This design comes from an exercise in tuning for small area, a short achievable clock period and few clock cycles per item on the open sky130 flow, not from production work. At most, simulation tests tie the RTL to the original design; equivalence was not proved. Power is estimated from default activity; no workload was simulated.

==> flow/design.v <==
`timescale 1ns / 1ps
module p_datapath(clk, comp, Done, data_ina, data_inb, key_ina, key_inb, cipher_out);
input clk, comp, Done, data_ina, data_inb;
input [63:0] key_ina, key_inb;
output [127:0] cipher_out;
wire [63:0] Xout_a, Xout_b, Yout_a, Yout_b;
data_share2 share_a(.clk(clk), .comp(comp), .data_in(data_ina), .key_in(key_ina),
		    .X_out(Xout_a), .Y_out(Yout_a), .X_in(Xout_b));
data_share2 share_b(.clk(clk), .comp(comp), .data_in(data_inb), .key_in(key_inb),
		    .X_out(Xout_b), .Y_out(Yout_b), .X_in(Xout_a));
wire [127:0] res1 = {Xout_a, Yout_a} & {128{Done}};
wire [127:0] res2 = {Xout_b, Yout_b} & {128{Done}};
assign cipher_out = res1 ^ res2;
endmodule
module data_share2(clk, comp, data_in, key_in, X_out, Y_out, X_in);
input clk, comp, data_in;
input [63:0] key_in;
input [63:0] X_in;
output [63:0] X_out, Y_out;
reg [63:0] X, Y;
wire [63:0] XL1 = {X[62:0], X[63]};
wire [63:0] XL2 = {X[61:0], X[63:62]};
wire [63:0] XL8 = {X[55:0], X[63:56]};
wire [63:0] XoL8 = {X_in[55:0], X_in[63:56]};
wire [63:0] own = XL1 & XL8;
wire [63:0] xprod = XL1 & XoL8;
always@(posedge clk)
begin
	if (comp) begin
		X <= Y ^ XL2 ^ own ^ xprod ^ key_in;
		Y <= X;
	end
	else begin
		{X, Y} <= {data_in, X, Y[63:1]};
	end
end
assign X_out = X;
assign Y_out = Y;
endmodule
`timescale 1ns / 1ps
module p_keysch10(clk, comp, load_key, z, data_in, key_out);
input clk, comp, load_key, z, data_in;
output [63:0] key_out;
reg [63:0] KX, KY;
localparam [63:0] c = 64'hfffffffffffffffc;
always@(posedge clk)
begin
	if (comp) begin
		KX <= c ^ {63'd0, z} ^ KY ^ {KX[2:0],KX[63:3]} ^ {KX[3:0],KX[63:4]};
		KY <= KX;
	end
	else begin
		{KX, KY} <= {load_key ? data_in : KY[0], KX, KY[63:1]};
	end
end
assign key_out = KY;
endmodule
`timescale 1ns / 1ps
module p_keysch11(clk, comp, load_key, data_in, key_out);
input clk, comp, load_key, data_in;
output [63:0] key_out;
reg [63:0] KX, KY;
always@(posedge clk)
begin
	if (comp) begin
		KX <= KY ^ {KX[2:0],KX[63:3]} ^ {KX[3:0],KX[63:4]};
		KY <= KX;
	end
	else begin
		{KX, KY} <= {load_key ? data_in : KY[0], KX, KY[63:1]};
	end
end
assign key_out = KY;
endmodule
`timescale 1ns / 1ps
module simon2share(clk, data_ina, data_inb, data_rdy, cipher_out, Done);
input clk;
input data_ina, data_inb;
input [1:0] data_rdy;
output [127:0] cipher_out;
output reg Done;
localparam [0:127] Z = {68'b10101111011100000011010010011000101000010001111110010110110011101011, 60'd0};
reg [6:0] counter;	 
reg comp;		 
wire load_key = (data_rdy == 2);
always @(posedge clk)
begin
	if (data_rdy == 0 || data_rdy == 2)
		counter <= 0;
	else
		counter <= counter + 1;
end
always @(posedge clk)
begin
	comp <= (data_rdy == 1 && counter == 127) || (data_rdy == 3 && comp);
	Done <= (data_rdy == 3) && comp && (counter == 67);
end
wire z = Z[counter];
wire [63:0] keya, keyb;
p_datapath mydatapath(.clk(clk), .comp(comp), .Done(Done),
		      .data_ina(data_ina), .data_inb(data_inb),
		      .key_ina(keya), .key_inb(keyb),
		      .cipher_out(cipher_out));
p_keysch10 mykeysch_a(.clk(clk), .comp(comp), .load_key(load_key), .z(z),
		      .data_in(data_ina), .key_out(keya));
p_keysch11 mykeysch_b(.clk(clk), .comp(comp), .load_key(load_key),
		      .data_in(data_inb), .key_out(keyb));
endmodule
make LEC_CHECK=0 CAP_MARGIN=20 CORE_MARGIN=2 CORE_UTILIZATION=40 PLACE_DENSITY=0.6 SLEW_MARGIN=20 finish   # period 5.0 ns
run.sh (not shown) runs the stock make flow with config.mk's settings and CLKGATE_MAP_FILE= SYNTH_SCRIPT=/design/flow/synth_recipe.tcl, a recipe that flattens the netlist after the stock synthesis.
Then changed:
Settings changed: SETUP_SLACK_MARGIN from default to 2.6.
What happened: Combinational power rises by roughly a tenth. Die area does not change. Sequential share of layout area decreases by 2.0 points.
Then changed:
Settings changed: SETUP_SLACK_MARGIN 2.6 to 2.0.
Result:
- The new run finished clean
- worst setup slack is worse by 0.27 ns
- final area came out lower by 2.3%
- global-route usage grows by 0.19 points
- synthesized area stays the same
- clock-buffer cell count stays the same
- total power went down by 0.44%
No functional check of the RTL was part of any run of this note.

---

Another version of the RTL of simon2share (not shown whole).
For scale: about 2300 cells after synthesis, about 130 I/O pins, ~24000 um2 of cells after synthesis.
export LEC_CHECK = 0
export CAP_MARGIN = 20
export CORE_MARGIN = 2
export CORE_UTILIZATION = 70
export CTS_CLUSTER_DIAMETER = 80
export CTS_CLUSTER_SIZE = 24
export PLACE_DENSITY = 0.82
export SETUP_SLACK_MARGIN = 2.45
export SLEW_MARGIN = 20
create_clock -name core_clock -period 5.0 [get_ports {clk}]
standard.sh (not shown) runs the stock make flow with config.mk's settings and CLKGATE_MAP_FILE= SYNTH_SCRIPT=/design/flow/synth_recipe.tcl, a recipe that flattens the netlist after the stock synthesis.
==> flow/flow/run.sh <==
#!/bin/bash
# Standard ORFS layout (the standard.sh) with changes to buffering only:
#  - ports get a buf_2 as port buffer instead of the default cell;
#  - after global placement (post_gp.tcl):
#    * each output-gate flip-flop (done_n, last_n) gets a two-level buffer
#      tree, one buffer per cluster of its loads (gate_tree.tcl);
#    * each output's share-combining XOR that also feeds the round logic gets
#      a private copy placed at the output gate (clone_out.tcl).
# make's full output goes to standard.log; ORFS keeps per-step logs in orfs/logs.
set -uo pipefail
here=$(pwd)
export FLOW_DIR_V="$here/flow"
export BUFFER_PORTS_ARGS="-buffer_cell sky130_fd_sc_hd__buf_2"
export POST_GLOBAL_PLACE_TCL="$here/flow/post_gp.tcl"
export GATE_TREE_FLOPS='done_n$_DFF_P_ last_n$_DFF_P_'
export GATE_TREE_FANOUT=16
export GATE_TREE_CELL=sky130_fd_sc_hd__buf_4
bash standard.sh > standard.log 2>&1
Other scripts of this flow, unchanged in this note and not shown: flow/flow/clone_out.tcl, flow/flow/gate_tree.tcl, flow/flow/post_gp.tcl
Testbench counts at the start, summed over its fixed seeds: cycles 20,800, items 64.
Rerun with:
CTS_CLUSTER_DIAMETER = 90   (was 80)
CTS_CLUSTER_SIZE = 28   (was 24)
SETUP_SLACK_MARGIN = 2.4   (was 2.45)
Effect:
- clock power went down by 8.7%
- via count decreases by 1.0%
- wire length goes down by about 2.2%
- register-to-register slack gets better by 0.10 ns
- clock skew came out lower by 0.0097 ns
- setup slack gets worse by 0.0032 ns
- count of clock-buffer cells in the layout decreases by 6
Rerun with:
SETUP_SLACK_MARGIN = 2.5   (was 2.4)
Via count goes up by 3.1%; cell area rose by 4.5%; core utilization climbs by 3.5 points; synthesized cell count stays the same; area after synthesis stays the same; die area stays the same; setup slack is better by 0.019 ns.
Rerun with:
CORE_UTILIZATION = 75   (was 70)
PLACE_DENSITY = 0.86   (was 0.82)
SETUP_SLACK_MARGIN = 2.45   (was 2.5)
Combinational power falls by 3.5%.
Sequential cell count is unchanged.
Utilization rises by 1.7 points.
Rerun with:
CORE_UTILIZATION = 70   (was 75)
PLACE_DENSITY = 0.75   (was 0.86)
- The changed run ran to the end with no violations
- worst setup slack gains 0.039 ns
- global-route usage falls by 2.1 points
- first-iteration DRC count came out lower by 20%
- die area is higher by 7.0%
- power barely changes
- utilization is lower by 4.8 points
- count of clock-buffer cells in the layout grows by 1
- maximum frequency rises by 1.5%

## static timing again, ports no longer ideal
Ports are ideal in the flow. The routed layouts listed here were re-timed in OpenROAD.
Step 1 assumes that a clkbuf_16 drives the clock port and a buf_2 every other input.
Step 2 times the ports against the registers' clock, not the clock port: input delays grow and output delays shrink by t, the midpoint of the rising clock arrivals with the driver on.
Slacks: ideal ports / drivers / drivers and shift; pairs: ideal ports / drivers.
run | shift t [ns] | slack for setup (ns) | worst setup path after step 2 | worst register clock-pin slew, ns | cell pins on the clock port's net
the first run of note 1 | 0.642 | 1.637 / 1.583 / 2.225 | register to output | 0.06 / 0.06 | 1
the second run of note 1 | 0.649 | 2.291 / 2.237 / 2.563 | input to register | 0.06 / 0.06 | 1
the third run of note 1 | 0.643 | 2.017 / 1.963 / 2.577 | input to register | 0.06 / 0.06 | 1
the first run of note 2 | 0.613 | 2.445 / 2.391 / 2.735 | register to register | 0.10 / 0.10 | 1
the second run of note 2 | 0.599 | 2.442 / 2.388 / 2.834 | register to register | 0.11 / 0.11 | 1
the third run of note 2 | 0.602 | 2.461 / 2.407 / 2.804 | register to register | 0.11 / 0.11 | 1
the fourth run of note 2 | 0.609 | 2.445 / 2.390 / 2.738 | register to register | 0.11 / 0.11 | 1
the fifth run of note 2 | 0.602 | 2.484 / 2.429 / 2.951 | register to register | 0.11 / 0.11 | 1
After both steps setup and hold are still met in every run listed.
